This design comes from an exercise in tuning for small area and a short achievable clock period on the open sky130 flow, not from production work. At most, simulation tests tie the RTL to the original design; equivalence was not proved. No functional check of the RTL was part of runs 1 to 3. Power is estimated from default activity; no workload was simulated.

**flow/run.sh**
```bash
#!/bin/bash
set -e
here=$(pwd)
export BUFFER_PORTS_ARGS="-buffer_cell sky130_fd_sc_hd__buf_1"
export POST_FLOORPLAN_TCL="$here/flow/post_floorplan.tcl"
export PRE_RESIZE_TCL="$here/flow/pre_resize.tcl"
bash standard.sh > standard.log 2>&1
```
**flow/post_floorplan.tcl**
```tcl
# Size every gate by its load (the shifter stages drive two gates and end up
# at drive strength 1; the select lines drive 15 to 39 gates).
source [file join [file dirname [info script]] sizing.tcl]
size_insts [[ord::get_db_block] getInsts]
```
**flow/pre_resize.tcl**
```tcl
# Size the input port buffers (buf_1 from buffer_ports) by their loads.
source [file join [file dirname [info script]] sizing.tcl]
set bufs {}
foreach inst [[ord::get_db_block] getInsts] {
  if { [string match "input*" [$inst getName]] } { lappend bufs $inst }
}
size_insts $bufs
```
**flow/sizing.tcl**
```tcl
# Drive-strength sizing by load, used by post_floorplan.tcl and
# pre_resize.tcl. The load of a driver counts each input pin it drives by
# half the drive strength of that pin's cell, rounded up (a rough stand-in
# for its input capacitance), and each output port as 1.
proc load_of { inst } {
  foreach it [$inst getITerms] {
    if { [$it isOutputSignal] } {
      set net [$it getNet]
      if { $net == "NULL" } { return 0 }
      set n [llength [$net getBTerms]]
      foreach l [$net getITerms] {
        if { [$l isOutputSignal] } { continue }
        if { [regexp {_([0-9]+)$} [[[$l getInst] getMaster] getName] -> s] && $s > 1 } {
          incr n [expr { ($s + 1) / 2 }]
        } else {
          incr n
        }
      }
      return $n
    }
  }
  return 0
}
# Smallest drive strength whose capacity covers the load.
proc size_inst { inst } {
  set caps {1 3 2 6 4 20 6 30 8 1000}
  set m [[$inst getMaster] getName]
  if { ![regexp {^sky130_fd_sc_hd__([a-z0-9]+)_([0-9]+)$} $m -> base size] } { return }
  if { [string match "df*" $base] || [string match "tap*" $base] || [string match "clk*" $base] } { return }
  set fo [load_of $inst]
  set best ""
  foreach {s cap} $caps {
    set cand [[ord::get_db] findMaster "sky130_fd_sc_hd__${base}_$s"]
    if { $cand == "NULL" } { continue }
    set best $cand
    if { $fo <= $cap } { break }
  }
  if { $best != "" && [$best getName] != $m } {
    puts "resize [$inst getName]: $m -> [$best getName] (load $fo)"
    $inst swapMaster $best
  }
}
# Size the given instances, those with the largest loads first so that
# their drivers see their final sizes (two passes).
proc size_insts { insts } {
  for {set pass 0} {$pass < 2} {incr pass} {
    foreach inst $insts { size_inst $inst }
  }
}
```
**standard.sh**
```bash
#!/bin/bash
# synth_recipe.tcl (not shown) runs the flow's synth.tcl, then flattens the netlist and writes it again
# the make line also repeats each setting of config.mk as NAME=value (left out here)
make -C /OpenROAD-flow-scripts/flow DESIGN_CONFIG=/design/flow/config.mk WORK_HOME=/design/flow/orfs CLKGATE_MAP_FILE= SYNTH_SCRIPT=/design/flow/synth_recipe.tcl "${@:-finish}"
```
**config.mk**
```make
export PLATFORM = sky130hd
export DESIGN_NAME = barrel_shifter
export DESIGN_NICKNAME = barrel_shifter
export VERILOG_FILES = /design/flow/design.v
export SDC_FILE = /design/flow/constraint.sdc
export NUM_CORES = 4
export LEC_CHECK = 0
export CAP_MARGIN = 20
export CORE_MARGIN = 2
export CORE_UTILIZATION = 50
export GPL_TIMING_DRIVEN = 0
export PLACE_DENSITY = 0.8
export SLEW_MARGIN = 20
export SYNTH_HIERARCHICAL = 1
export SYNTH_MINIMUM_KEEP_SIZE = 0
```
**constraint.sdc**
```tcl
create_clock -name core_clock -period 3.5 [get_ports {i_clk}]
set_input_delay 0.7000 -clock core_clock [delete_from_list [all_inputs] [get_ports {i_clk}]]
set_output_delay 0.7000 -clock core_clock [all_outputs]
set_load 0.01 [all_outputs]
```
**design.v**
```verilog
module barrel_shifter (
    input  logic        i_clk,
    input  logic        i_signed,
    input  logic        i_shift_left,
    input  logic [4:0]  i_shift_amt,
    input  logic [31:0] i_data,
    output logic [31:0] o_data
);
    logic left, s4, fill;
    assign left = i_shift_left;
    assign s4   = i_shift_amt[4];
    assign fill = i_signed & i_data[31];
    logic left_n, left_nc, s4_n, fill_n, lf_n, sr1_n, sl0_n, cm, ch;
    logic [1:0] sr0_n;    
    logic [1:0] sl1_n;    
    bs_inv   u_left_n (.a(left), .y(left_n));
    bs_inv   u_left_nc (.a(left), .y(left_nc));
    bs_inv   u_s4_n   (.a(s4), .y(s4_n));
    bs_nand2 u_sr0_n0 (.a(left_n), .b(s4_n), .y(sr0_n[0]));
    bs_nand2 u_sr0_n1 (.a(left_n), .b(s4_n), .y(sr0_n[1]));
    bs_nand2 u_sr1_n  (.a(left_n), .b(s4), .y(sr1_n));
    bs_nand2 u_sl0_n  (.a(left), .b(s4), .y(sl0_n));
    bs_nand2 u_sl1_n0 (.a(left), .b(s4_n), .y(sl1_n[0]));
    bs_nand2 u_sl1_n1 (.a(left), .b(s4_n), .y(sl1_n[1]));
    bs_nand2 u_fill_n (.a(i_signed), .b(i_data[31]), .y(fill_n));
    bs_nand3 u_lf_n   (.a(left_n), .b(i_signed), .c(i_data[31]), .y(lf_n));
    bs_nand2 u_cm     (.a(s4), .b(lf_n), .y(cm));
    bs_nand2 u_ch     (.a(left_n), .b(fill_n), .y(ch));
    logic [3:0] ax, ax_n, a, a_n;
    for (genvar t = 0; t < 4; t++) begin : g_sel
        bs_xor2  u_x  (.a(i_shift_amt[t]), .b(left), .y(ax[t]));
        bs_inv   u_xn (.a(ax[t]), .y(ax_n[t]));
        bs_inv   u_a  (.a(ax_n[t]), .y(a[t]));
        bs_inv   u_an (.a(ax[t]),   .y(a_n[t]));
    end
    logic [46:0] v16_n;
    logic [38:0] v8;
    logic [34:0] v4_n;
    logic [32:0] v2;
    logic [31:0] res_n;
    logic [31:0] q_n;
    for (genvar i = 0; i < 15; i++) begin : g_s16_lo
        bs_oai221 u (.a(i_data[i]), .sa_n(sr0_n[0]), .b(i_data[i+16]), .sb_n(sr1_n), .c(left_nc),
                     .y(v16_n[i]));
    end
    assign v16_n[15] = ~((i_data[15] & ~left & ~s4) | (i_data[31] & ~left & s4) | (i_data[0] & left & ~s4));
    for (genvar i = 16; i < 31; i++) begin : g_s16_mid
        bs_oai221 u (.a(i_data[i]), .sa_n(sr0_n[1]), .b(i_data[i-15]), .sb_n(sl1_n[0]),
                     .c(cm), .y(v16_n[i]));
    end
    assign v16_n[31] = ~((i_data[31] & ~left & ~s4) | (fill & ~left & s4) | (i_data[0] & left & s4)
                         | (i_data[16] & left & ~s4));
    for (genvar i = 32; i < 47; i++) begin : g_s16_hi
        bs_oai221 u (.a(i_data[i-31]), .sa_n(sl0_n), .b(i_data[i-15]), .sb_n(sl1_n[1]),
                     .c(ch), .y(v16_n[i]));
    end
    for (genvar i = 0; i < 39; i++) begin : g_s8
        bs_mux_n u (.a(v16_n[i]), .sa_n(a[3]), .b(v16_n[i+8]), .sb_n(a_n[3]), .y(v8[i]));
    end
    for (genvar i = 0; i < 35; i++) begin : g_s4
        bs_mux_n u (.a(v8[i]), .sa_n(a[2]), .b(v8[i+4]), .sb_n(a_n[2]), .y(v4_n[i]));
    end
    for (genvar i = 0; i < 33; i++) begin : g_s2
        bs_mux_n u (.a(v4_n[i]), .sa_n(a[1]), .b(v4_n[i+2]), .sb_n(a_n[1]), .y(v2[i]));
    end
    for (genvar i = 0; i < 32; i++) begin : g_s1
        bs_mux_n u (.a(v2[i]), .sa_n(a[0]), .b(v2[i+1]), .sb_n(a_n[0]), .y(res_n[i]));
    end
    always_ff @(posedge i_clk) q_n <= res_n;
    assign o_data = ~q_n;
endmodule
module bs_mux_n (input logic a, sa_n, b, sb_n, output logic y);
    assign y = ~((a | sa_n) & (b | sb_n));
endmodule
module bs_oai221 (input logic a, sa_n, b, sb_n, c, output logic y);
    assign y = ~((a | sa_n) & (b | sb_n) & c);
endmodule
module bs_inv (input logic a, output logic y);
    assign y = ~a;
endmodule
module bs_nand2 (input logic a, b, output logic y);
    assign y = ~(a & b);
endmodule
module bs_nand3 (input logic a, b, c, output logic y);
    assign y = ~(a & b & c);
endmodule
module bs_xor2 (input logic a, b, output logic y);
    assign y = a ^ b;
endmodule
```
==> notes.md, run 1 <==
status complete, no violations; die height roughly 75 um; Tmin final 2.22 ns; fillers a little under 500; Synth Warn # 7; Worst Slack Setup Final about 1.3 ns; vias in the first global route roughly 2.6k; CORE AREA 0.00475 mm2; starting density of the core about 52%; Power per Cell Area around 520 mW/mm2; hpwl dp ~5600 um; via count between 2k and 3k; gr ovfl total 0; CTS Buffer Depth 2; initial antenna violation count 0; flip-flop count of the largest register after layout 32; setup_tns 0 ns; first-pass GRT wire length 12600 um; Ports just over 70; post-CTS sizing 0; final setup fails 0; commonest non-fill, non-tap cells in the layout o22ai_1 (139), buf_1 (68), o221ai_1 (45), inv_1 (32), dfxtp_1 (32); Hold Fails Final Rpt 0; P_leak 0.00102 uW; ys async rst share 0%; Mapped Area about 0.0025 mm2; max cap viols 0; fin. max-slew vios 0; sequential fraction of the synthesis area 25.7%; Reg with most FFs q_n; layout cells sized above 1 roughly 10%; Iter 0 DRT Violations around 390; CTS sink count 32; Core Rows 25; Wirelength per Cell approximately 19 um; root buffer cell clkbuf_8; prevailing post-synth register cell dfxtp_1; Worst EP arrival about 2.4 ns; Final period util between 60% and 70%; Worst-Margin Slew 0.363 ns; CP most frequent cell o22ai_1; die width 74.6 um; drt drc 0; worst-path fanout max 15; biggest registers after layout q_n (32); CP Launch Type input pin; vias per inst 6.97; worst vdd ir between 0.3 and 0.4 mV; hold buffer count at CTS 0; Crit path required time between 3 and 4 ns; clock-pin slew on the worst setup and hold paths ~0.070 ns; Hold Crit Class input pin to register; crit-path max cell delay around 0.27 ns; pin count of the biggest net entering global routing 40; slowest stage cell, crit path o22ai_1; total CTS buffers 5; GRT Total Usage between 20 and 30%; area delta synth->final 13.8%; Rel. slew slack between 70% and 80%; number of distinct library cells after synthesis 13; Mapped Avg Cell Area between 8 and 9 um2; TritonCTS clock tree built; ANT nets after route 0; commonest non-fill, non-tap cell in the layout o22ai_1; Post-synth EDFFs 0; syn nets between 300 and 400; final WL between 7000 and 8000 um; Post-Synthesis Cells roughly 280; Worst Setup Path Type input pin to register; RSZ-0062 raised after global routing no; Fmax 450 MHz; Ant. Diodes 0; Critical Path Sink Type register; H-tree levels 2; # nets final around 400; I/O Buffers 71; synthesized flop and latch total 32; worst path cell trace buf_4, inv_4, nand3_1, nand2_4, o221ai_1, o22ai_1, o22ai_1, o22ai_1, o22ai_1; pre-CTS WS between 1 and 1.5 ns; RePlAce Congestion 0.932; setup bufs post-CTS 0; total iterations of the first detailed-routing run 5; Die ar. approximately 0.0056 mm2
==> modules after synthesis, one instance, submodules excluded, excerpt <==
module | cells | flops+latches | copies in the design
barrel_shifter | 71 | 32 | 1
bs_mux_n | 1 | 0 | 139
bs_nand2 | 1 | 0 | 9
bs_nand3 | 1 | 0 | 1
bs_oai221 | 1 | 0 | 45
bs_xor2 | 1 | 0 | 4
==> power breakdown <==
group          switching [uW]  internal, uW
clock network             130           211
registers                22.6           455
logic                     429           234
==> cell usage after synthesis, types with 2 or more instances <==
master	number	area, um2
mux2i_1	2	20.0
xor2_1	4	35.0
dfxtp_1	32	641
o22ai_1	139	870
o221ai_2	45	676
nand2_1	9	33.8
inv_1	47	176
==> critical path, delay by kind of cell <==
family	cells	cell delay, ns
buf+inv	2	0.36
compound gates	5	1.00
simple gates	2	0.32
==> area by class of cell <==
| class | instances | area, um2 | share of cell area [%] |
|---|---|---|---|
| Timing Repair Buffer | 71 | 275 | 9.71 |
| Tap cell | 67 | 83.8 | 2.96 |
| Multi-Input combinational cell | 205 | 1480 | 52.3 |
| Sequential cell | 32 | 641 | 22.6 |
| Clock buffer | 6 | 72.6 | 2.56 |
| Inverter | 47 | 244 | 8.61 |
| Clock inverter | 2 | 35.0 | 1.24 |
==> final timing paths <==
check / startpoint / to / depth (start not counted)
max: i_shift_left / q_n[5] / 9
min: i_shift_amt[0] / q_n[11] / 4
==> stage by stage <==
step | utilization, % | hold WS, ns | instances | instance area [um2] | power (uW)
floorplan | - | 1.04 | 284 | 2490 | 943
finish | 59.6 | 0.984 | 430 | 2830 | 1480
detailed placement | 57.3 | 1.12 | 422 | 2730 | 1140
global placement | 57.2 | 1.12 | 422 | 2720 | 1130
global route | 59.6 | 1.02 | 430 | 2830 | 1580
CTS | 59.6 | 0.987 | 430 | 2830 | 1480
==> kinds of logic after synthesis <==
logic type             Yosys count  synth area share [%]
buffers and inverters           47                  7.08
multiplexers                     2                 0.804
XOR/XNOR                         4                  1.41
flip-flops                      32                  25.7
AO/OA/AOI/OAI                  186                  62.7
AND/OR/NAND/NOR                 13                  2.31
==> per-layer routing <==
metal | track usage, % | wire length, um
met1 | 38.6 | 3330
met2 | 45.1 | 3630
met3 | 5.69 | 690
met4 | 14.1 | 329
met5 | 0 | 0
==> run 2, diff against run 1 <==
==> design.v (replaced) <==
module barrel_shifter (
    input  logic        i_clk,
    input  logic        i_signed,
    input  logic        i_shift_left,
    input  logic [4:0]  i_shift_amt,
    input  logic [31:0] i_data,
    output logic [31:0] o_data
);
    logic left, s4, fill, fill_n, cm_n, left_nf;
    assign left = i_shift_left;
    assign s4   = i_shift_amt[4];
    assign fill = i_signed & i_data[31];
    logic sr0, sr1, sr0_n, sl0_n, ch;
    logic [1:0] cm;       
    logic [1:0] sl1_n;    
    bs_nor2  u_sr0   (.a(left), .b(s4), .y(sr0));
    bs_andn  u_sr1   (.a(s4), .b_n(left), .y(sr1));
    bs_or2   u_sr0_n (.a(left), .b(s4), .y(sr0_n));
    bs_nand2 u_sl0_n (.a(left), .b(s4), .y(sl0_n));
    bs_orn   u_sl1_n0 (.a(s4), .b_n(left), .y(sl1_n[0]));
    bs_orn   u_sl1_n1 (.a(s4), .b_n(left), .y(sl1_n[1]));
    bs_inv    u_left_nf (.a(left), .y(left_nf));
    bs_nand3  u_cm_n (.a(left_nf), .b(i_signed), .c(i_data[31]), .y(cm_n));
    bs_nand2  u_cm0  (.a(s4), .b(cm_n), .y(cm[0]));
    bs_nand2  u_cm1  (.a(s4), .b(cm_n), .y(cm[1]));
    bs_nand2  u_fl_n (.a(i_signed), .b(i_data[31]), .y(fill_n));
    bs_nand2  u_ch   (.a(left_nf), .b(fill_n), .y(ch));
    logic [3:0] ax, ax_n, a, a_n;
    for (genvar t = 0; t < 4; t++) begin : g_sel
        bs_xor2  u_x  (.a(i_shift_amt[t]), .b(left), .y(ax[t]));
        bs_xnor2 u_xn (.a(i_shift_amt[t]), .b(left), .y(ax_n[t]));
        bs_inv   u_a  (.a(ax_n[t]), .y(a[t]));
        bs_inv   u_an (.a(ax[t]),   .y(a_n[t]));
    end
    logic [46:0] v16_n;
    logic [38:0] v8;
    logic [34:0] v4_n;
    logic [32:0] v2;
    logic [31:0] res_n;
    logic [31:0] q_n;
    for (genvar i = 0; i < 15; i++) begin : g_s16_lo
        bs_aoi22 u (.a(i_data[i]), .sa(sr0), .b(i_data[i+16]), .sb(sr1), .y(v16_n[i]));
    end
    assign v16_n[15] = ~((i_data[15] & ~left & ~s4) | (i_data[31] & ~left & s4) | (i_data[0] & left & ~s4));
    for (genvar i = 16; i < 31; i++) begin : g_s16_mid
        bs_oai221 u (.a(i_data[i]), .sa_n(sr0_n), .b(i_data[i-15]), .sb_n(sl1_n[0]),
                     .c(cm[(i-16)/8]), .y(v16_n[i]));
    end
    assign v16_n[31] = ~((i_data[31] & ~left & ~s4) | (fill & ~left & s4) | (i_data[0] & left & s4)
                         | (i_data[16] & left & ~s4));
    for (genvar i = 32; i < 47; i++) begin : g_s16_hi
        bs_oai221 u (.a(i_data[i-31]), .sa_n(sl0_n), .b(i_data[i-15]), .sb_n(sl1_n[1]),
                     .c(ch), .y(v16_n[i]));
    end
    for (genvar i = 0; i < 39; i++) begin : g_s8
        bs_mux_n u (.a(v16_n[i]), .sa_n(a[3]), .b(v16_n[i+8]), .sb_n(a_n[3]), .y(v8[i]));
    end
    for (genvar i = 0; i < 35; i++) begin : g_s4
        bs_mux_n u (.a(v8[i]), .sa_n(a[2]), .b(v8[i+4]), .sb_n(a_n[2]), .y(v4_n[i]));
    end
    for (genvar i = 0; i < 33; i++) begin : g_s2
        bs_mux_n u (.a(v4_n[i]), .sa_n(a[1]), .b(v4_n[i+2]), .sb_n(a_n[1]), .y(v2[i]));
    end
    for (genvar i = 0; i < 32; i++) begin : g_s1
        bs_mux_n u (.a(v2[i]), .sa_n(a[0]), .b(v2[i+1]), .sb_n(a_n[0]), .y(res_n[i]));
    end
    always_ff @(posedge i_clk) q_n <= res_n;
    assign o_data = ~q_n;
endmodule
module bs_mux_n (input logic a, sa_n, b, sb_n, output logic y);
    assign y = ~((a | sa_n) & (b | sb_n));
endmodule
module bs_aoi22 (input logic a, sa, b, sb, output logic y);
    assign y = ~((a & sa) | (b & sb));
endmodule
module bs_oai221 (input logic a, sa_n, b, sb_n, c, output logic y);
    assign y = ~((a | sa_n) & (b | sb_n) & c);
endmodule
module bs_inv (input logic a, output logic y);
    assign y = ~a;
endmodule
module bs_nor2 (input logic a, b, output logic y);
    assign y = ~(a | b);
endmodule
module bs_or2 (input logic a, b, output logic y);
    assign y = a | b;
endmodule
module bs_nand2 (input logic a, b, output logic y);
    assign y = ~(a & b);
endmodule
module bs_andn (input logic a, b_n, output logic y);
    assign y = a & ~b_n;
endmodule
module bs_orn (input logic a, b_n, output logic y);
    assign y = a | ~b_n;
endmodule
module bs_xor2 (input logic a, b, output logic y);
    assign y = a ^ b;
endmodule
module bs_xnor2 (input logic a, b, output logic y);
    assign y = ~(a ^ b);
endmodule
module bs_nand3 (input logic a, b, c, output logic y);
    assign y = ~(a & b & c);
endmodule
--- a/flow/run.sh
+++ b/flow/run.sh
@@ -5,3 +5,5 @@
 export POST_FLOORPLAN_TCL="$here/flow/post_floorplan.tcl"
 export PRE_RESIZE_TCL="$here/flow/pre_resize.tcl"
+# the standard CTS arguments, plus -dont_use_dummy_load
+export CTS_ARGS="-sink_clustering_enable -repair_clock_nets -dont_use_dummy_load"
 bash standard.sh > standard.log 2>&1
--- a/config.mk
+++ b/config.mk
@@ -8,7 +8,6 @@
 export CAP_MARGIN = 20
 export CORE_MARGIN = 2
-export CORE_UTILIZATION = 50
+export CORE_UTILIZATION = 65
 export GPL_TIMING_DRIVEN = 0
-export PLACE_DENSITY = 0.8
 export SLEW_MARGIN = 20
 export SYNTH_HIERARCHICAL = 1
==> notes.md, run 2 <==
status complete, no violations (unchanged); layout cells sized above 1 9.47% (was 10.2%); die width 65.9 um (was 74.6 um); area delta synth->final 13.1% (was 13.8%); GRT Total Usage 38.5% (was 29.1%); total iterations of the first detailed-routing run 5 (unchanged); Wirelength per Cell 20.2 um (was 18.5 um); Fmax 455 MHz (was 450 MHz); commonest cells in the netlist o22ai_1 (139), inv_1 (41), dfxtp_1 (32), o221ai_2 (30), a22oi_2 (15) (was o22ai_1 (139), inv_1 (47), o221ai_2 (45), dfxtp_1 (32), nand2_1 (9)); first-pass GRT wire length 12700 um (was 12600 um); pin count of the biggest net entering global routing 40 (unchanged); Finished Layout Cells 407 (was 430); Critical Path Sink Type register (unchanged); CORE AREA 0.00366 mm2 (was 0.00475 mm2); H-tree levels 2 (unchanged); # nets final 401 (was 402); total CTS buffers 5 (unchanged); pre-CTS WS 1.09 ns (was 1.03 ns); Die ar. 0.00434 mm2 (was 0.00556 mm2); most common cell in the netlist o22ai_1 (unchanged); fin. max-slew vios 0 (unchanged); gr ovfl total 0 (unchanged); Iter 0 DRT Violations 486 (was 388); hold depth 4 (unchanged); CP Launch Type input pin (unchanged); worst vdd ir 0.370 mV (was 0.309 mV); max cap viols 0 (unchanged); I/O Buffers 71 (unchanged); CTS Buffer Depth 2 (unchanged); Mapped Avg Cell Area 8.79 um2 (was 8.77 um2); sequential fraction of the synthesis area 25.8% (was 25.7%); syn nets 323 (was 324); final core utilization 76.8% (was 59.6%); initial antenna violation count 0 (unchanged); Synth Warn # 7 (unchanged); biggest registers after layout q_n (32) (unchanged); Tmin final 2.20 ns (was 2.22 ns); Worst Setup Path Type input pin to register (unchanged); Worst-Margin Slew 0.374 ns (was 0.363 ns); TritonCTS clock tree built (unchanged); hold_ws 1.06 ns (was 0.984 ns); Worst EP arrival 2.35 ns (was 2.39 ns); Post-synth EDFFs 0 (unchanged); P_leak 0.00101 uW (was 0.00102 uW); cell taking the most area after synthesis o22ai_1 (unchanged); ANT nets after route 0 (unchanged); vias in the first global route 2638 (was 2613); Ant. Diodes 0 (unchanged); Power per Cell Area 502 mW/mm2 (was 523 mW/mm2); Post-Synthesis Cells 283 (was 284); clock-pin slew on the worst setup and hold paths 0.07 ns (about the same); share of the synthesized area in the top cell type 35.0% (was 34.9%); hpwl dp 5840 um (was 5630 um); synth top area cells o22ai_1 (35%), dfxtp_1 (26%), o221ai_2 (18%) (was o22ai_1 (35%), o221ai_2 (27%), dfxtp_1 (26%)); Ports 72 (unchanged); final WL 8210 um (was 7980 um); synthesized flop and latch total 32 (unchanged); Inst Count DP 402 (was 422); Reg with most FFs q_n (unchanged); commonest non-fill, non-tap cell in the layout o22ai_1 (unchanged); die height 65.9 um (was 74.6 um); CTS sink count 32 (unchanged); ys async rst share 0% (unchanged); Hold Crit Class input pin to register (unchanged); Core Rows 22 (was 25); starting density of the core 67.9% (was 52.4%); number of distinct library cells after synthesis 18 (was 13); Rel. slew slack 75.0% (was 75.8%); via count 3016 (was 2996); commonest non-fill, non-tap cells in the layout o22ai_1 (139), buf_1 (68), inv_1 (33), dfxtp_1 (32), o221ai_1 (30) (was o22ai_1 (139), buf_1 (68), o221ai_1 (45), inv_1 (32), dfxtp_1 (32)); RSZ-0062 raised after global routing no (unchanged); vias per inst 7.41 (was 6.97); Crit path required time 3.65 ns (was 3.66 ns); RePlAce Congestion 0.984 (was 0.932); Mapped Area 0.00249 mm2 (about the same); final setup fails 0 (unchanged); worst-path fanout max 15 (unchanged); drt drc 0 (unchanged); Worst Slack Setup Final 1.30 ns (was 1.28 ns); Hold Fails Final Rpt 0 (unchanged); post-CTS sizing 0 (unchanged); hold buffer count at CTS 0 (unchanged); setup bufs post-CTS 0 (unchanged); flip-flop count of the largest register after layout 32 (unchanged); prevailing post-synth register cell dfxtp_1 (unchanged); root buffer cell clkbuf_8 (unchanged); Final period util 62.8% (was 63.5%)
==> run 2: cell count changes in the layout (fill, tap and decap cells not counted), sizes merged, moves of 2 or more <==
cell / previous run / this run
a22oi: 0 / 15
inv: 47 / 41
nand2: 9 / 5
nand2b: 0 / 2
o221ai: 45 / 30
xnor2: 0 / 4
==> run 2: area by class of cell <==
| cell class | instances | area (um2) |
|---|---|---|
| multi-input combinational | 210 | 1550 |
| timing repair buffer | 71 | 279 |
| inverter | 41 | 214 |
| fill | 304 | 848 |
| clock buffer | 5 | 68.8 |
| sequential | 32 | 641 |
| tap | 48 | 60.1 |
==> run 2: power breakdown <==
| part | internal, uW | switching, uW |
|---|---|---|
| combinational | 237 | 436 |
| sequential | 455 | 29.5 |
| clock | 128 | 127 |
==> run 2: modules after synthesis, one instance, submodules excluded, excerpt <==
module,copies in the design,cells,flip-flops and latches
bs_xor2,4,1,0
bs_xnor2,4,1,0
bs_nand2,5,1,0
barrel_shifter,1,71,32
bs_orn,2,1,0
bs_aoi22,15,1,0
==> run 2: final timing paths <==
kind,endpoint,startpoint
worst max-delay path,q_n[3],i_shift_amt[4]
worst min-delay path,q_n[13],i_shift_amt[0]
==> run 2: worst max-delay path, stage by stage <==
cell and delay (ns):
buf_4 0.20, nor2b_4 0.41, a22oi_1 0.13, o22ai_1 0.30, o22ai_1 0.18, o22ai_1 0.28, o22ai_1 0.14
==> run 2: cells by family (layout without fill, tap and decap cells) <==
logic type	Yosys count	after routing	share of synthesized area [%]
compound gates	186	186	61.3
buf+inv	41	117	6.19
xor+xnor	8	8	2.82
mux	2	2	0.805
flops	32	32	25.8
simple gates	14	14	3.17
==> run 2: through the flow <==
step / instance area (um2) / TNS (ns) / total power (uW)
after detailed placement: 2740 / 0 / 1140
after global routing: 2810 / 0 / 1480
after CTS: 2810 / 0 / 1390
after floorplan: 2490 / 0 / 935
final: 2810 / 0 / 1410
after global placement: 2730 / -0.118 / 1110
==> run 2: per-layer routing <==
layer | track usage (%) | up-vias | wire, um
met3 | 7.50 | 52 | 727
met4 | 19.5 | 0 | 386
met2 | 65.5 | 242 | 3990
li1 | - | 1382 | -
met5 | 0 | - | 0
met1 | 45.7 | 1340 | 3110
==> run 3, diff against run 2 <==
--- a/design.v
+++ b/design.v
@@ -7,23 +7,16 @@
     output logic [31:0] o_data
 );
-    logic left, s4, fill, fill_n, cm_n, left_nf;
+    logic left, s4, fill;
     assign left = i_shift_left;
     assign s4   = i_shift_amt[4];
     assign fill = i_signed & i_data[31];
-    logic sr0, sr1, sr0_n, sl0_n, ch;
-    logic [1:0] cm;       
-    logic [1:0] sl1_n;    
+    logic sr0, sr1, sr0_n, sl0_n, sl1_n, cm, ch;
     bs_nor2  u_sr0   (.a(left), .b(s4), .y(sr0));
     bs_andn  u_sr1   (.a(s4), .b_n(left), .y(sr1));
     bs_or2   u_sr0_n (.a(left), .b(s4), .y(sr0_n));
     bs_nand2 u_sl0_n (.a(left), .b(s4), .y(sl0_n));
-    bs_orn   u_sl1_n0 (.a(s4), .b_n(left), .y(sl1_n[0]));
-    bs_orn   u_sl1_n1 (.a(s4), .b_n(left), .y(sl1_n[1]));
-    bs_inv    u_left_nf (.a(left), .y(left_nf));
-    bs_nand3  u_cm_n (.a(left_nf), .b(i_signed), .c(i_data[31]), .y(cm_n));
-    bs_nand2  u_cm0  (.a(s4), .b(cm_n), .y(cm[0]));
-    bs_nand2  u_cm1  (.a(s4), .b(cm_n), .y(cm[1]));
-    bs_nand2  u_fl_n (.a(i_signed), .b(i_data[31]), .y(fill_n));
-    bs_nand2  u_ch   (.a(left_nf), .b(fill_n), .y(ch));
+    bs_orn   u_sl1_n (.a(s4), .b_n(left), .y(sl1_n));
+    bs_cm    u_cm    (.s4(s4), .left(left), .fill(fill), .y(cm));
+    bs_or2   u_ch    (.a(left), .b(fill), .y(ch));
     logic [3:0] ax, ax_n, a, a_n;
     for (genvar t = 0; t < 4; t++) begin : g_sel
@@ -44,11 +37,11 @@
     assign v16_n[15] = ~((i_data[15] & ~left & ~s4) | (i_data[31] & ~left & s4) | (i_data[0] & left & ~s4));
     for (genvar i = 16; i < 31; i++) begin : g_s16_mid
-        bs_oai221 u (.a(i_data[i]), .sa_n(sr0_n), .b(i_data[i-15]), .sb_n(sl1_n[0]),
-                     .c(cm[(i-16)/8]), .y(v16_n[i]));
+        bs_oai221 u (.a(i_data[i]), .sa_n(sr0_n), .b(i_data[i-15]), .sb_n(sl1_n),
+                     .c(cm), .y(v16_n[i]));
     end
     assign v16_n[31] = ~((i_data[31] & ~left & ~s4) | (fill & ~left & s4) | (i_data[0] & left & s4)
                          | (i_data[16] & left & ~s4));
     for (genvar i = 32; i < 47; i++) begin : g_s16_hi
-        bs_oai221 u (.a(i_data[i-31]), .sa_n(sl0_n), .b(i_data[i-15]), .sb_n(sl1_n[1]),
+        bs_oai221 u (.a(i_data[i-31]), .sa_n(sl0_n), .b(i_data[i-15]), .sb_n(sl1_n),
                      .c(ch), .y(v16_n[i]));
     end
@@ -101,5 +94,5 @@
     assign y = ~(a ^ b);
 endmodule
-module bs_nand3 (input logic a, b, c, output logic y);
-    assign y = ~(a & b & c);
+module bs_cm (input logic s4, left, fill, output logic y);
+    assign y = ~s4 | (~left & fill);
 endmodule
==> flow/run.sh (replaced) <==
#!/bin/bash
set -e
here=$(pwd)
export BUFFER_PORTS_ARGS="-buffer_cell sky130_fd_sc_hd__buf_1"
export POST_FLOORPLAN_TCL="$here/flow/post_floorplan.tcl"
export PRE_RESIZE_TCL="$here/flow/pre_resize.tcl"
bash standard.sh > standard.log 2>&1
==> flow/post_floorplan.tcl (replaced) <==
# Synthesis maps some shifter-stage cells at drive strength 2; each drives
# only two gates, so use drive strength 1.
foreach inst [[ord::get_db_block] getInsts] {
  set m [[$inst getMaster] getName]
  if { [regexp {^sky130_fd_sc_hd__(a22oi|a221oi|o221ai|o22ai)_[24]$} $m -> base] } {
    $inst swapMaster [[ord::get_db] findMaster "sky130_fd_sc_hd__${base}_1"]
  }
}
==> flow/pre_resize.tcl (replaced) <==
# Size each combinational driver by the number of pins it drives: the
# shifter's select lines and the input buffers of the control ports drive
# 10 to 40 gates, the data path only 2. Flip-flops are left alone.
set db [ord::get_db]
proc fanout_of { inst } {
  foreach it [$inst getITerms] {
    if { [$it isOutputSignal] } {
      set net [$it getNet]
      if { $net == "NULL" } { return 0 }
      return [expr { [llength [$net getITerms]] - 1 + [llength [$net getBTerms]] }]
    }
  }
  return 0
}
set caps {1 4 2 10 4 20 6 30 8 1000}
foreach inst [[ord::get_db_block] getInsts] {
  set m [[$inst getMaster] getName]
  if { ![regexp {^sky130_fd_sc_hd__([a-z0-9]+)_([0-9]+)$} $m -> base size] } { continue }
  if { [string match "df*" $base] || [string match "tap*" $base] || [string match "clk*" $base] } { continue }
  set fo [fanout_of $inst]
  foreach {s cap} $caps {
    if { $s < $size && $fo > 4 } { continue }
    set cand [$db findMaster "sky130_fd_sc_hd__${base}_$s"]
    if { $cand == "NULL" } { continue }
    set best $cand
    if { $fo <= $cap } { break }
  }
  if { [$best getName] != $m } {
    puts "resize [$inst getName]: $m -> [$best getName] (fanout $fo)"
    $inst swapMaster $best
  }
}
--- a/config.mk
+++ b/config.mk
@@ -8,6 +8,5 @@
 export CAP_MARGIN = 20
 export CORE_MARGIN = 2
-export CORE_UTILIZATION = 65
-export GPL_TIMING_DRIVEN = 0
+export CORE_UTILIZATION = 40
 export SLEW_MARGIN = 20
 export SYNTH_HIERARCHICAL = 1
removed: flow/sizing.tcl
==> notes.md, run 3 <==
commonest cells in the netlist o22ai_1 (139), inv_1 (41), dfxtp_1 (32), o221ai_2 (30), a22oi_2 (15) (unchanged); max layer used met4 (unchanged); vias in the first global route 2536 (was 2638); Core Rows 28 (was 22); synth top area cells o22ai_1 (35%), dfxtp_1 (26%), o221ai_2 (18%) (unchanged); die width 82.8 um (was 65.9 um); synthesized flop and latch total 32 (unchanged); Final period util 68.9% (was 62.8%); pre-CTS WS 0.920 ns (was 1.09 ns); P_leak 0.00104 uW (was 0.00101 uW); worst path cell trace buf_1, and2_1, inv_1, o21ai_4, o221ai_1, o22ai_1, o22ai_1, o22ai_1, o22ai_1 (was buf_4, nor2b_4, a22oi_1, o22ai_1, o22ai_1, o22ai_1, o22ai_1); worst-path fanout max 15 (unchanged); Hold Fails Final Rpt 0 (unchanged); area delta synth->final 15.0% (was 13.1%); ys async rst share 0% (unchanged); Wirelength per Cell 17.9 um (was 20.2 um); hold buffer count at CTS 0 (unchanged); sequential fraction of the synthesis area 25.8% (about the same); setup_tns 0 ns (unchanged); H-tree levels 2 (unchanged); number of distinct library cells after synthesis 18 (unchanged); Critical Path Sink Type register (unchanged); starting density of the core 41.7% (was 67.9%); clock-pin slew on the worst setup and hold paths 0.06 ns (was 0.07 ns); gr ovfl total 0 (unchanged); RSZ-0062 raised after global routing no (unchanged); # nets final 410 (was 401); Worst Slack Setup Final 1.09 ns (was 1.30 ns); Ant. Diodes 0 (unchanged); Power per Cell Area 503 mW/mm2 (was 502 mW/mm2); initial antenna violation count 0 (unchanged); first-pass GRT wire length 12600 um (was 12700 um); Worst EP arrival 2.57 ns (was 2.35 ns); CTS Buffer Depth 2 (unchanged); hpwl dp 5820 um (was 5840 um); Mapped Avg Cell Area 8.86 um2 (was 8.79 um2); GRT Total Usage 23.6% (was 38.5%); post-CTS sizing 0 (unchanged); M1 WL 3570 um (was 3110 um); syn nets 320 (was 323); slowest stage cell, crit path o21ai_4 (was nor2b_4); fin. max-slew vios 0 (unchanged); most common cell in the netlist o22ai_1 (unchanged); crit-path max cell delay 0.37 ns (was 0.41 ns); worst vdd ir 0.272 mV (was 0.370 mV); Hold Crit Class input pin to register (unchanged); Bufs and invs on worst path 2 (was 1); Post-Synthesis Cells 280 (was 283); Worst-Margin Slew 0.441 ns (was 0.374 ns); cell taking the most area after synthesis o22ai_1 (unchanged); commonest non-fill, non-tap cells in the layout o22ai_1 (139), buf_1 (69), inv_1 (41), dfxtp_1 (32), o221ai_1 (30) (was o22ai_1 (139), buf_1 (68), inv_1 (33), dfxtp_1 (32), o221ai_1 (30)); Crit path required time 3.66 ns (was 3.65 ns); pin count of the biggest net entering global routing 40 (unchanged); max cap viols 0 (unchanged); CP Launch Type input pin (unchanged); prevailing post-synth register cell dfxtp_1 (unchanged); critical path's top delay family compound AO/OA/AOI/OAI gates (unchanged); die height 82.8 um (was 65.9 um); setup bufs post-CTS 0 (unchanged); RePlAce Congestion 0.898 (was 0.984); Mapped Area 0.00248 mm2 (was 0.00249 mm2); routed length on met3 694 um (was 727 um); Worst Setup Path Type input pin to register (unchanged); Tmin final 2.41 ns (was 2.20 ns); Post-synth EDFFs 0 (unchanged); status complete, no violations (unchanged); CP most frequent cell o22ai_1 (unchanged); ANT nets after route 0 (unchanged); Iter 0 DRT Violations 285 (was 486); Fmax 414 MHz (was 455 MHz); total CTS buffers 5 (unchanged); commonest non-fill, non-tap cell in the layout o22ai_1 (unchanged); drt drc 0 (unchanged); CTS sink count 32 (unchanged); routed wl met2 3580 um (was 3990 um); I/O Buffers 71 (unchanged); biggest registers after layout q_n (32) (unchanged); via count 2978 (was 3016); Die ar. 0.00685 mm2 (was 0.00434 mm2); layout cells sized above 1 7.03% (was 9.47%); vias per inst 6.69 (was 7.41); Ports 72 (unchanged); share of the synthesized area in the top cell type 35.0% (about the same); final setup fails 0 (unchanged); flip-flop count of the largest register after layout 32 (unchanged); Synth Warn # 7 (unchanged); Rel. slew slack 70.5% (was 75.0%); CORE AREA 0.00596 mm2 (was 0.00366 mm2); root buffer cell clkbuf_8 (unchanged); final WL 7950 um (was 8210 um); total iterations of the first detailed-routing run 5 (unchanged); TritonCTS clock tree built (unchanged); Reg with most FFs q_n (unchanged)
run 3: worst paths after layout:
kind,startpoint,to,slack [ns],cells past startpoint
max,i_data[31],q_n[23],1.09,9
min,i_shift_amt[0],q_n[28],1.06,5
run 3: cell type report:
| type | instances | area, um2 |
|---|---|---|
| fill | 651 | 3100 |
| multi-input combinational | 207 | 1440 |
| sequential | 32 | 641 |
| timing repair buffer | 83 | 425 |
| inverter | 41 | 154 |
| clock buffer | 7 | 96.3 |
| tap | 75 | 93.8 |
run 3: modules after synthesis, one instance, submodules excluded:
| module | flops+latches | cells inside |
|---|---|---|
| barrel_shifter | 32 | 72 |
| bs_oai221 | 0 | 1 |
| bs_andn | 0 | 1 |
| bs_aoi22 | 0 | 1 |
| bs_cm | 0 | 2 |
| bs_xnor2 | 0 | 1 |
| bs_xor2 | 0 | 1 |
| bs_mux_n | 0 | 1 |
| bs_or2 | 0 | 1 |
| bs_orn | 0 | 1 |
| bs_inv | 0 | 1 |
| bs_nand2 | 0 | 1 |
| bs_nor2 | 0 | 1 |
run 3: metrics by stage:
| stage | hold WS [ns] | cell area, um2 | utilization (%) | std cells | total power [uW] |
|---|---|---|---|---|---|
| floorplan | 1.04 | 2480 | - | 280 | 935 |
| global placement | 1.12 | 2670 | 44.8 | 438 | 1110 |
| detailed placement | 1.12 | 2760 | 46.3 | 438 | 1140 |
| CTS | 1.06 | 2850 | 47.9 | 445 | 1440 |
| global route | 1.11 | 2850 | 47.9 | 445 | 1530 |
| finish | 1.06 | 2850 | 47.9 | 445 | 1440 |
run 3: logic make-up after synthesis:
kind of cell / count (synthesis) / share of synthesized area [%]
AOI/OAI and AO/OA: 187 / 61.9
buffers and inverters: 41 / 6.20
and+or+nand+nor: 10 / 2.47
muxes: 2 / 0.807
xor gates and xnor gates: 8 / 2.82
DFF: 32 / 25.8
run 3: routing by layer:
metal	track usage, %	vias to the layer above
met1	34.1	1383
met2	37.7	184
li1	-	1400
met3	2.28	11
met4	5.41	0
met5	0	-
run 3: tightest hold or removal path: stages:
cell     delay, ns
buf_1         0.12
xor2_1        0.08
inv_1         0.07
buf_8         0.20
o22ai_1       0.10
run 3: power by group:
part | switching [uW] | leakage [uW] | internal [uW]
Clock | 125 | 0.0000503 | 175
Sequential | 20.3 | 0.000270 | 454
Combinational | 410 | 0.000722 | 252
Total | 555 | 0.00104 | 880
==> run 4, diff against run 3 <==
--- a/design.v
+++ b/design.v
@@ -7,5 +7,5 @@
     output logic [31:0] o_data
 );
-    logic left, s4, fill;
+    logic left, s4, fill, fill_n, cm_n;
     assign left = i_shift_left;
     assign s4   = i_shift_amt[4];
@@ -17,6 +17,8 @@
     bs_nand2 u_sl0_n (.a(left), .b(s4), .y(sl0_n));
     bs_orn   u_sl1_n (.a(s4), .b_n(left), .y(sl1_n));
-    bs_cm    u_cm    (.s4(s4), .left(left), .fill(fill), .y(cm));
-    bs_or2   u_ch    (.a(left), .b(fill), .y(ch));
+    bs_nand3b u_cm_n (.a_n(left), .b(i_signed), .c(i_data[31]), .y(cm_n));
+    bs_nand2  u_cm   (.a(s4), .b(cm_n), .y(cm));
+    bs_nand2  u_fl_n (.a(i_signed), .b(i_data[31]), .y(fill_n));
+    bs_nand2b u_ch   (.a_n(left), .b(fill_n), .y(ch));
     logic [3:0] ax, ax_n, a, a_n;
     for (genvar t = 0; t < 4; t++) begin : g_sel
@@ -94,5 +96,8 @@
     assign y = ~(a ^ b);
 endmodule
-module bs_cm (input logic s4, left, fill, output logic y);
-    assign y = ~s4 | (~left & fill);
+module bs_nand3b (input logic a_n, b, c, output logic y);
+    assign y = ~(~a_n & b & c);
 endmodule
+module bs_nand2b (input logic a_n, b, output logic y);
+    assign y = ~(~a_n & b);
+endmodule
==> flow/pre_resize.tcl (replaced) <==
# Size each combinational driver by the load it drives: the shifter's select
# lines and the input buffers of the control ports drive 10 to 40 gates, the
# data path only 2. Loads count 1 per pin, 3 per pin of a cell of drive 4 or
# more. Gates are sized first, then the input buffers, so that the buffers see
# the final gate sizes. Flip-flops are left alone.
set db [ord::get_db]
proc load_of { inst } {
  foreach it [$inst getITerms] {
    if { [$it isOutputSignal] } {
      set net [$it getNet]
      if { $net == "NULL" } { return 0 }
      set n [llength [$net getBTerms]]
      foreach l [$net getITerms] {
        if { [$l isOutputSignal] } { continue }
        if { [regexp {_([0-9]+)$} [[[$l getInst] getMaster] getName] -> s] && $s >= 4 } {
          incr n 3
        } else {
          incr n
        }
      }
      return $n
    }
  }
  return 0
}
proc size_inst { inst } {
  set caps {1 3 2 6 4 12 6 20 8 1000}
  set m [[$inst getMaster] getName]
  if { ![regexp {^sky130_fd_sc_hd__([a-z0-9]+)_([0-9]+)$} $m -> base size] } { return }
  if { [string match "df*" $base] || [string match "tap*" $base] || [string match "clk*" $base] } { return }
  set fo [load_of $inst]
  set best ""
  foreach {s cap} $caps {
    set cand [[ord::get_db] findMaster "sky130_fd_sc_hd__${base}_$s"]
    if { $cand == "NULL" } { continue }
    set best $cand
    if { $fo <= $cap } { break }
  }
  if { $best != "" && [$best getName] != $m } {
    puts "resize [$inst getName]: $m -> [$best getName] (load $fo)"
    $inst swapMaster $best
  }
}
set bufs {}
foreach inst [[ord::get_db_block] getInsts] {
  if { [string match "input*" [$inst getName]] } {
    lappend bufs $inst
  } else {
    size_inst $inst
  }
}
foreach inst $bufs { size_inst $inst }
--- a/config.mk
+++ b/config.mk
@@ -9,4 +9,5 @@
 export CORE_MARGIN = 2
 export CORE_UTILIZATION = 40
+export GPL_TIMING_DRIVEN = 0
 export SLEW_MARGIN = 20
 export SYNTH_HIERARCHICAL = 1
==> notes.md, run 4 <==
Inst Count DP 426 (was 438); fin. max-slew vios 0 (unchanged); Worst Setup Path Type input pin to register (unchanged); die width 82.7 um (was 82.8 um); Finished Layout Cells 433 (was 445); total CTS buffers 5 (unchanged); prevailing post-synth register cell dfxtp_1 (unchanged); Placement Cell Area 0.00273 mm2 (was 0.00276 mm2); final WL 7780 um (was 7950 um); GR met3 Demand/Resource 4.02% (was 2.28%); grt met1 use 31.5% (was 34.1%); RSZ-0062 raised after global routing no (unchanged); max cap viols 0 (unchanged); final setup fails 0 (unchanged); worst-path fanout max 20 (was 15); layout cells sized above 1 6.98% (was 7.03%); starting density of the core 41.6% (was 41.7%); most common cell in the netlist o22ai_1 (unchanged); Power per Cell Area 506 mW/mm2 (was 503 mW/mm2); cell taking the most area after synthesis o22ai_1 (unchanged); Ant. Diodes 0 (unchanged); status complete, no violations (unchanged); Hold Crit Class input pin to register (unchanged); area delta synth->final 13.9% (was 15.0%); GRT Total Usage 23.3% (was 23.6%); fillers 628 (was 651); Reg with most FFs q_n (unchanged); gr ovfl total 0 (unchanged); syn nets 320 (unchanged); TritonCTS clock tree built (unchanged); Iter 0 DRT Violations 412 (was 285); commonest cells in the netlist o22ai_1 (139), inv_1 (40), dfxtp_1 (32), o221ai_2 (30), a22oi_2 (15) (was o22ai_1 (139), inv_1 (41), dfxtp_1 (32), o221ai_2 (30), a22oi_2 (15)); post-CTS sizing 0 (unchanged); Rel. slew slack 70.1% (was 70.5%); Crit path required time 3.66 ns (about the same); Worst Slack Setup Final 1.32 ns (was 1.09 ns); vias per inst 6.74 (was 6.69); CORE AREA 0.00596 mm2 (unchanged); root buffer cell clkbuf_8 (unchanged); number of distinct library cells after synthesis 17 (was 18); pin count of the biggest net entering global routing 40 (unchanged); worst path cell trace buf_8, nand3b_1, nand2_8, o221ai_1, o22ai_1, o22ai_1, o22ai_1, o22ai_1 (was buf_1, and2_1, inv_1, o21ai_4, o221ai_1, o22ai_1, o22ai_1, o22ai_1, o22ai_1); hpwl dp 5560 um (was 5820 um); Tmin final 2.18 ns (was 2.41 ns); ys async rst share 0% (unchanged); I/O Buffers 71 (unchanged); Die ar. 0.00684 mm2 (was 0.00685 mm2); pre-CTS WS 1.08 ns (was 0.920 ns); Final period util 62.2% (was 68.9%); GRT Max-Usage Layer met2 (unchanged); crit-path max cell delay 0.37 ns (about the same); # nets final 398 (was 410); synth top area cells o22ai_1 (35%), dfxtp_1 (26%), o221ai_2 (18%) (unchanged); Worst EP arrival 2.34 ns (was 2.57 ns); Mapped Area 0.00248 mm2 (about the same); sequential fraction of the synthesis area 25.8% (about the same); met2 GRT Util 36.8% (was 37.7%); clock-pin slew on the worst setup and hold paths 0.07 ns (was 0.06 ns); ANT nets after route 0 (unchanged); CTS sink count 32 (unchanged); Finished Cell Area 0.00282 mm2 (was 0.00285 mm2); Wirelength per Cell 18.0 um (was 17.9 um); vias in the first global route 2525 (was 2536); Synth Warn # 7 (unchanged); drt drc 0 (unchanged); first-pass GRT wire length 12400 um (was 12600 um); initial antenna violation count 0 (unchanged); commonest non-fill, non-tap cells in the layout o22ai_1 (139), buf_1 (68), inv_1 (32), dfxtp_1 (32), o221ai_1 (30) (was o22ai_1 (139), buf_1 (69), inv_1 (41), dfxtp_1 (32), o221ai_1 (30)); RePlAce Congestion 0.918 (was 0.898); setup bufs post-CTS 0 (unchanged); Fmax 460 MHz (was 414 MHz); Post-Synthesis Cells 280 (unchanged); share of the synthesized area in the top cell type 35.1% (was 35.0%); flip-flop count of the largest register after layout 32 (unchanged); Post-synth EDFFs 0 (unchanged); hold depth 4 (was 5); CP most frequent cell o22ai_1 (unchanged); CTS Buffer Depth 2 (unchanged); worst vdd ir 0.252 mV (was 0.272 mV); Worst-Margin Slew 0.445 ns (was 0.441 ns); via count 2917 (was 2978); biggest registers after layout q_n (32) (unchanged); Hold Fails Final Rpt 0 (unchanged); die height 82.7 um (was 82.8 um); commonest non-fill, non-tap cell in the layout o22ai_1 (unchanged); Mapped Avg Cell Area 8.85 um2 (was 8.86 um2); H-tree levels 2 (unchanged); synthesized flop and latch total 32 (unchanged); Critical Path Sink Type register (unchanged); slowest stage cell, crit path o22ai_1 (was o21ai_4); Ports 72 (unchanged); P_leak 0.000996 uW (was 0.00104 uW); CP Launch Type input pin (unchanged); hold buffer count at CTS 0 (unchanged); total iterations of the first detailed-routing run 5 (unchanged); Core Rows 28 (unchanged); Tot Pwr 1430 uW (was 1440 uW)
-- run 4: cell count changes after synthesis --
cell and delta:
and2_1 -1, inv_1 -1, nand2_1 +1, nand2b_1 +1, nand3b_1 +2, o21a_1 +1, o21ai_2 -1, o22a_2 -1
or2_1 -1
-- run 4: final timing paths --
check / from / to / slack [ns]
max: i_shift_left / q_n[19] / 1.32
min: i_shift_amt[0] / q_n[28] / 1.02
-- run 4: worst max-delay path, delay by kind of cell --
kind	cells	cell delay [ns]
AOI/OAI and AO/OA	5	1.02
buffers and inverters	1	0.16
and+or+nand+nor	2	0.44
-- run 4: metrics by stage --
stage	utilization [%]	setup TNS (ns)	hold WS [ns]
after floorplan	-	0	1.04
after detailed placement	45.8	0	1.12
after CTS	47.4	0	1.03
after global routing	47.4	0	1.06
final	47.4	0	1.02
after global placement	43.3	-2.51	1.12
-- run 4: Yosys stat by module (local to each module, per instance), excerpt --
module / area (um2) / times used / flip-flops and latches
barrel_shifter: 816 / 1 / 32
bs_orn: 6.26 / 1 / 0
bs_nand2b: 6.26 / 1 / 0
bs_inv: 3.75 / 8 / 0
bs_nand3b: 7.51 / 1 / 0
bs_andn: 13.8 / 1 / 0
bs_oai221: 15.0 / 30 / 0
bs_aoi22: 12.5 / 15 / 0
bs_xor2: 8.76 / 4 / 0
-- run 4: layout make-up --
type | count | area [um2] | area share [%]
Clock buffer | 7 | 96.3 | 3.41
Inverter | 40 | 210 | 7.45
Multi-Input combinational cell | 208 | 1490 | 52.8
Sequential cell | 32 | 641 | 22.7
Tap cell | 75 | 93.8 | 3.32
Timing Repair Buffer | 71 | 290 | 10.3
-- run 4: cells by family after synthesis --
group | share of synthesized area (%)
buf+inv | 6.06
compound gates | 61.5
simple gates | 2.98
flops | 25.8
mux | 0.808
xor+xnor | 2.83
-- run 4: routing by layer --
layer	vias up	wire length (um)
li1	1378	-
met1	1334	3410
met2	182	3460
met3	23	750
met4	0	156
met5	-	0
-- run 4: power by group --
part	leakage [uW]	switching [uW]	internal [uW]	total, uW
combinational	0.000676	420	234	654
clock	0.0000503	128	175	303
sequential	0.000270	18.8	454	472
total	0.000996	567	863	1430
==> run 5, diff against run 4 <==
--- a/flow/pre_resize.tcl
+++ b/flow/pre_resize.tcl
@@ -25,5 +25,5 @@
 }
 proc size_inst { inst } {
-  set caps {1 3 2 6 4 12 6 20 8 1000}
+  set caps {1 3 2 6 4 20 6 30 8 1000}
   set m [[$inst getMaster] getName]
   if { ![regexp {^sky130_fd_sc_hd__([a-z0-9]+)_([0-9]+)$} $m -> base size] } { return }
--- a/config.mk
+++ b/config.mk
@@ -8,5 +8,5 @@
 export CAP_MARGIN = 20
 export CORE_MARGIN = 2
-export CORE_UTILIZATION = 40
+export CORE_UTILIZATION = 65
 export GPL_TIMING_DRIVEN = 0
 export SLEW_MARGIN = 20
==> notes.md, run 5 <==
post-CTS sizing 0 (unchanged); Mapped Area 0.00248 mm2 (unchanged); pre-CTS WS 1.11 ns (was 1.08 ns); starting density of the core 67.7% (was 41.6%); Wirelength per Cell 19.3 um (was 18.0 um); synth top area cells o22ai_1 (35%), dfxtp_1 (26%), o221ai_2 (18%) (unchanged); Synth Warn # 7 (unchanged); Hold Fails Final Rpt 0 (unchanged); sequential fraction of the synthesis area 25.8% (unchanged); area delta synth->final 11.9% (was 13.9%); CTS Buffer Depth 2 (unchanged); Rel. slew slack 69.0% (was 70.1%); most common cell in the netlist o22ai_1 (unchanged); commonest non-fill, non-tap cell in the layout o22ai_1 (unchanged); slowest stage cell, crit path xnor2_1 (was o22ai_1); Hold Crit Start i_shift_amt[0] (unchanged); commonest cells in the netlist o22ai_1 (139), inv_1 (40), dfxtp_1 (32), o221ai_2 (30), a22oi_2 (15) (unchanged); root buffer cell clkbuf_8 (unchanged); number of distinct library cells after synthesis 17 (unchanged); biggest registers after layout q_n (32) (unchanged); H-tree levels 2 (unchanged); vias per inst 7.33 (was 6.74); fin. max-slew vios 0 (unchanged); final core utilization 75.8% (was 47.4%); initial antenna violation count 0 (unchanged); CP most frequent cell o22ai_1 (unchanged); Synth Area in Simple Gates 2.98% (unchanged); final setup fails 0 (unchanged); Worst Setup Path Type input pin to register (unchanged); Critical Path Sink Type register (unchanged); Ant. Diodes 0 (unchanged); Tmin final 2.15 ns (was 2.18 ns); Mapped Avg Cell Area 8.85 um2 (unchanged); Post-synth EDFFs 0 (unchanged); layout cells sized above 1 7.24% (was 6.98%); TritonCTS clock tree built (unchanged); Final period util 61.5% (was 62.2%); worst path cell trace buf_8, xnor2_1, inv_8, o22ai_1, o22ai_1, o22ai_1, o22ai_1 (was buf_8, nand3b_1, nand2_8, o221ai_1, o22ai_1, o22ai_1, o22ai_1, o22ai_1); Fmax 465 MHz (was 460 MHz); Iter 0 DRT Violations 335 (was 412); via count 2984 (was 2917); vias in the first global route 2661 (was 2525); post-synthesis mux area share 0.808% (unchanged); # nets final 398 (unchanged); Worst EP arrival 2.33 ns (was 2.34 ns); crit-path max cell delay 0.40 ns (was 0.37 ns); share of the synthesized area in the top cell type 35.1% (unchanged); gr ovfl total 0 (unchanged); commonest non-fill, non-tap cells in the layout o22ai_1 (139), buf_1 (68), inv_1 (32), dfxtp_1 (32), o221ai_1 (30) (unchanged); Compound-Gate Fraction of Synth Area 61.5% (unchanged); RePlAce Congestion 0.967 (was 0.918); die width 65.8 um (was 82.7 um); Die ar. 0.00432 mm2 (was 0.00684 mm2); Synth Area in XOR/XNOR 2.83% (unchanged); total CTS buffers 5 (unchanged); die height 65.8 um (was 82.7 um); clock-pin slew on the worst setup and hold paths 0.08 ns (was 0.07 ns); synthesized flop and latch total 32 (unchanged); syn nets 320 (unchanged); max cap viols 0 (unchanged); grt met1 use 44.8% (was 31.5%); Power per Cell Area 539 mW/mm2 (was 506 mW/mm2); pin count of the biggest net entering global routing 40 (unchanged); P_leak 0.000991 uW (was 0.000996 uW); hpwl dp 5410 um (was 5560 um); Worst Slack Setup Final 1.35 ns (was 1.32 ns); Crit path required time 3.68 ns (was 3.66 ns); largest family of logic cells by synthesized area compound AO/OA/AOI/OAI gates (unchanged); GR met3 Demand/Resource 8.05% (was 4.02%); hold depth 4 (unchanged); ys async rst share 0% (unchanged); ANT nets after route 0 (unchanged); met2 GRT Util 60.5% (was 36.8%); CP Launch Type input pin (unchanged); worst vdd ir 0.352 mV (was 0.252 mV); final WL 7850 um (was 7780 um); setup bufs post-CTS 0 (unchanged); status complete, no violations (unchanged); RSZ-0062 raised after global routing no (unchanged); GRT Max-Usage Layer met2 (unchanged); total iterations of the first detailed-routing run 5 (unchanged); CORE AREA 0.00366 mm2 (was 0.00596 mm2); CTS sink count 32 (unchanged); Core Rows 22 (was 28); cell taking the most area after synthesis o22ai_1 (unchanged); Worst-Margin Slew 0.461 ns (was 0.445 ns); I/O Buffers 71 (unchanged); Reg with most FFs q_n (unchanged); hold buffer count at CTS 0 (unchanged); GRT Total Usage 37.4% (was 23.3%); hold endpoint q_n[30] (was q_n[28]); Post-Synthesis Cells 280 (unchanged); Ports 72 (unchanged); Hold Crit Class input pin to register (unchanged); flip-flop count of the largest register after layout 32 (unchanged); first-pass GRT wire length 12400 um (unchanged); prevailing post-synth register cell dfxtp_1 (unchanged); drt drc 0 (unchanged); Post-Synth Adder-Cell Area 0% (unchanged); worst-path fanout max 39 (was 20)
[run 5: cell types whose count changed in the layout (fill, tap and decap cells not counted), sizes merged]
| cell | delta |
|---|---|
| clkbuf | -2 |
| bufinv | +1 |
| clkinvlp | +1 |
| clkinv | +1 |
[run 5: final cells by class]
cell class	count	area, um2
clock buffer	5	68.8
clock inverter	3	42.5
fill	313	887
inverter	40	210
multi-input combinational	208	1470
sequential	32	641
tap	48	60.1
timing repair buffer	71	287
[run 5: worst max-delay path by stage]
stage | endpoint | startpoint | cells after the start
global route | q_n[19] | i_shift_left | 8
floorplan | q_n[16] | i_shift_amt[4] | 6
global placement | q_n[24] | i_shift_left | 7
finish | q_n[30] | i_shift_left | 7
detailed placement | q_n[24] | i_shift_left | 7
CTS | q_n[24] | i_shift_left | 7
[run 5: metal layers]
| metal | share of wire, % | routed length [um] | vias up |
|---|---|---|---|
| li1 | - | - | 1380 |
| met1 | 39 | 3050 | 1318 |
| met2 | 47 | 3660 | 241 |
| met3 | 9.4 | 738 | 45 |
| met4 | 5.1 | 399 | 0 |
| met5 | 0 | 0 | - |
[run 5: worst max-delay path, delay by kind of cell]
| kind | cells | cell delay [ns] |
|---|---|---|
| compound gates | 4 | 0.89 |
| xor+xnor | 1 | 0.40 |
| buf+inv | 2 | 0.31 |
[run 5: kinds of logic (layout without fill, tap and decap cells)]
group	Yosys count	count (layout)
muxes	2	2
xor gates and xnor gates	8	8
and+or+nand+nor	12	12
buffers and inverters	40	119
AOI/OAI and AO/OA	186	186
DFF	32	32
[run 5: Yosys stat by module (local to each module, per instance), excerpt]
module     flip-flops and latches  cell area (um2)
bs_nand2                        0             3.75
bs_aoi22                        0             12.5
bs_mux_n                        0             6.26
bs_orn                          0             6.26
bs_xnor2                        0             8.76
bs_nand2b                       0             6.26
bs_nand3b                       0             7.51
bs_andn                         0             13.8
[run 5: metrics by stage]
step | hold WS [ns] | total power (uW) | TNS, ns | instances | cell area [um2]
after floorplan | 1.04 | 934 | 0 | 280 | 2480
after global placement | 1.12 | 1070 | -0.497 | 399 | 2540
after detailed placement | 1.12 | 1120 | 0 | 399 | 2660
after CTS | 1.02 | 1480 | 0 | 407 | 2770
after global routing | 1.06 | 1580 | 0 | 407 | 2770
final | 1.03 | 1500 | 0 | 407 | 2770
[run 5: report_power, final]
group	leakage, uW	switching [uW]	internal (uW)
registers	0.000270	22.3	454
clock network	0.0000541	151	211
logic	0.000667	426	232
total	0.000991	599	897
==> run 6, diff against run 5 <==
--- a/flow/run.sh
+++ b/flow/run.sh
@@ -5,3 +5,5 @@
 export POST_FLOORPLAN_TCL="$here/flow/post_floorplan.tcl"
 export PRE_RESIZE_TCL="$here/flow/pre_resize.tcl"
+# CTS without dummy balancing loads (cells with no output, area only)
+export CTS_ARGS="-sink_clustering_enable -repair_clock_nets -dont_use_dummy_load"
 bash standard.sh > standard.log 2>&1
==> notes.md, run 6 <==
status complete, no violations (unchanged); final setup fails 0 (unchanged); Sequential cell area 641 um2 (unchanged); Worst-Margin Slew 0.465 ns (was 0.461 ns); synthesized flop and latch total 32 (unchanged); final WL 7820 um (was 7850 um); ys async rst share 0% (unchanged); cell taking the most area after synthesis o22ai_1 (unchanged); layout cells sized above 1 6.46% (was 7.24%); Mapped Area 0.00248 mm2 (unchanged); Post-Synth Adder-Cell Area 0% (unchanged); Synth Area in Simple Gates 2.98% (unchanged); Core Rows 22 (unchanged); P_leak 0.000973 uW (was 0.000991 uW); I/O Buffers 71 (unchanged); Net Sw Power 577 uW (was 599 uW); drt drc 0 (unchanged); share of the synthesized area in the top cell type 35.1% (unchanged); Tmin final 2.14 ns (was 2.15 ns); syn nets 320 (unchanged); commonest non-fill, non-tap cell in the layout o22ai_1 (unchanged); H-tree levels 2 (unchanged); via count 3006 (was 2984); vias in the first global route 2658 (was 2661); die width 65.8 um (unchanged); footprint of the multi-input gates 0.00147 mm2 (unchanged); Reg with most FFs q_n (unchanged); TritonCTS clock tree built (unchanged); Worst Slack Setup Final 1.36 ns (was 1.35 ns); Wirelength per Cell 19.4 um (was 19.3 um); Worst Setup Path Type input pin to register (unchanged); pin count of the biggest net entering global routing 40 (unchanged); Rel. slew slack 68.8% (was 69.0%); RSZ-0062 raised after global routing no (unchanged); fin. max-slew vios 0 (unchanged); synth top area cells o22ai_1 (35%), dfxtp_1 (26%), o221ai_2 (18%) (unchanged); Synth Area in XOR/XNOR 2.83% (unchanged); initial antenna violation count 0 (unchanged); RePlAce Congestion 0.967 (unchanged); Internal 814 uW (was 897 uW); Ports 72 (unchanged); most common cell in the netlist o22ai_1 (unchanged); area delta synth->final 10.2% (was 11.9%); ANT nets after route 0 (unchanged); Post-Synthesis Cells 280 (unchanged); hpwl dp 5410 um (unchanged); CP Launch Type input pin (unchanged); prevailing post-synth register cell dfxtp_1 (unchanged); hold buffer count at CTS 0 (unchanged); first-pass GRT wire length 12300 um (was 12400 um); Mapped Avg Cell Area 8.85 um2 (unchanged); Hold Crit Class input pin to register (unchanged); GRT Total Usage 37.1% (was 37.4%); Post-synth EDFFs 0 (unchanged); number of distinct library cells after synthesis 17 (unchanged); clock-pin slew on the worst setup and hold paths 0.07 ns (was 0.08 ns); setup_tns 0 ns (unchanged); gr ovfl total 0 (unchanged); crit path from i_shift_left (unchanged); Critical Path Sink Type register (unchanged); Hold Fails Final Rpt 0 (unchanged); Worst EP arrival 2.31 ns (was 2.33 ns); Final period util 61.3% (was 61.5%); register share of total power 34.3% (was 31.8%); post-synthesis mux area share 0.808% (unchanged); worst vdd ir 0.352 mV (about the same); Ant. Diodes 0 (unchanged); # nets final 398 (unchanged); CTS Buffer Depth 2 (unchanged); commonest cells in the netlist o22ai_1 (139), inv_1 (40), dfxtp_1 (32), o221ai_2 (30), a22oi_2 (15) (unchanged); Compound-Gate Fraction of Synth Area 61.5% (unchanged); Gate power share 47.3% (was 44.0%); root buffer cell clkbuf_8 (unchanged); CTS sink count 32 (unchanged); vias per inst 7.44 (was 7.33); sequential fraction of the synthesis area 25.8% (unchanged); Power per Cell Area 509 mW/mm2 (was 539 mW/mm2); post-CTS sizing 0 (unchanged); Fmax 466 MHz (was 465 MHz); biggest registers after layout q_n (32) (unchanged); pre-CTS WS 1.11 ns (unchanged); max cap viols 0 (unchanged); Clock Power Share 18.4% (was 24.1%); Switching Fraction 41.5% (was 40.1%); starting density of the core 67.7% (unchanged); Iter 0 DRT Violations 408 (was 335); flip-flop count of the largest register after layout 32 (unchanged); total iterations of the first detailed-routing run 6 (was 5); Die ar. 0.00432 mm2 (unchanged); total CTS buffers 5 (unchanged); die height 65.8 um (unchanged); CORE AREA 0.00366 mm2 (unchanged); worst-path fanout max 39 (unchanged); setup bufs post-CTS 0 (unchanged); commonest non-fill, non-tap cells in the layout o22ai_1 (139), buf_1 (68), inv_1 (32), dfxtp_1 (32), o221ai_1 (30) (unchanged); fillers 318 (was 313); Synth Warn # 7 (unchanged); Hold Crit Start i_shift_amt[0] (unchanged); largest family of logic cells by synthesized area compound AO/OA/AOI/OAI gates (unchanged); Crit path required time 3.66 ns (was 3.68 ns)
==> run 6: changes by cell type in the layout (fill, tap and decap cells not counted), sizes merged <==
cell	delta
bufinv	-1
clkinv	-1
clkinvlp	-1
==> run 6: per-stage QoR <==
stage	cells	hold WS [ns]	power, uW	util [%]	cell area, um2
6_report	404	1.04	1390	74.6	2730
5_1_grt	404	1.06	1470	74.6	2730
4_1_cts	404	1.02	1380	74.6	2730
3_5_place_dp	399	1.12	1120	72.7	2660
3_3_place_gp	399	1.12	1070	69.4	2540
2_1_floorplan	280	1.04	934	-	2480
==> run 6: cell type report <==
class	count	share of cell area, %
well taps	48	2.20
multi-input cells	208	53.6
inverters	40	7.70
clock buffers	5	2.52
repair buffers	71	10.5
flip-flops and latches	32	23.5
==> run 6: power by group through the flow <==
stage	combinational [uW]	sequential [uW]	clock [uW]
2_1_floorplan	457	478	0
5_1_grt	713	484	273
3_5_place_dp	638	485	0
4_1_cts	641	477	258
3_3_place_gp	593	480	0
6_report	658	477	256
==> run 6: cell families after synthesis <==
kind of cell / Yosys count
compound gates: 186
xor+xnor: 8
buf+inv: 40
flops: 32
mux: 2
simple gates: 12
==> run 6: worst paths after layout <==
path                      end  slack [ns]  cells past startpoint
worst min-delay path  q_n[30]        1.04                      4
worst max-delay path  q_n[30]        1.36                      7
==> run 6: critical path, cell delays in order <==
cell	delay, ns
buf_8	0.15
xnor2_1	0.40
inv_8	0.17
o22ai_1	0.36
o22ai_1	0.16
o22ai_1	0.25
o22ai_1	0.11
==> run 6: layer usage <==
layer,part of all wire [%],up-vias,global-route usage (%)
li1,-,1373,-
met4,5.4,0,23.4
met5,0,-,0
met3,10,50,6.68
met2,47,259,59.8
met1,38,1324,45.2
==> run 6: Yosys stat by module, one instance, submodules excluded, a selection <==
module / flip-flops and latches / cells / cell area, um2
barrel_shifter: 32 / 71 / 816
bs_oai221: 0 / 1 / 15.0
bs_aoi22: 0 / 1 / 12.5
bs_xnor2: 0 / 1 / 8.76
bs_xor2: 0 / 1 / 8.76
bs_nand3b: 0 / 1 / 7.51
bs_nand2b: 0 / 1 / 6.26
bs_mux_n: 0 / 1 / 6.26
bs_orn: 0 / 1 / 6.26
bs_or2: 0 / 1 / 6.26
bs_inv: 0 / 1 / 3.75
bs_nor2: 0 / 1 / 3.75

-- port drivers added, routing unchanged --
The flow's constraints put no driver on any port. The routed layouts listed below were extracted and timed again, unchanged, in two steps. Step 1 assumes that a clkbuf_16 drives the clock port and a buf_2 every other input. Step 2 adds t to the input delays and takes it off the output delays; t is the mean of the earliest and latest rising clock arrival at the registers after step 1. Input paths then give back, and output paths get back, about the clock's delay inside the block. Three values: ideal, step 1, step 2; two values: the first two.
| run | t, ns | setup slack, ns | worst setup path after step 2 | slew at the worst register clock pin (ns) | worst data-port slew with drivers (ns) |
|---|---|---|---|---|---|
| run 1 | 0.305 | 1.277 / 1.284 / 0.978 | input to register | 0.07 / 0.07 | 0.05 |
| run 2 | 0.314 | 1.300 / 1.307 / 0.993 | input to register | 0.07 / 0.07 | 0.04 |
| run 3 | 0.307 | 1.087 / 1.091 / 0.784 | input to register | 0.06 / 0.06 | 0.03 |
| run 4 | 0.308 | 1.324 / 1.314 / 1.006 | input to register | 0.07 / 0.07 | 0.05 |
| run 5 | 0.320 | 1.348 / 1.341 / 1.022 | input to register | 0.08 / 0.08 | 0.05 |
| run 6 | 0.310 | 1.356 / 1.348 / 1.038 | input to register | 0.07 / 0.07 | 0.05 |
After both steps setup and hold are still met in every run listed. For run 5, which loses most, drivers alone change the setup slack by -0.007 ns; drivers and shift together by -0.326 ns.
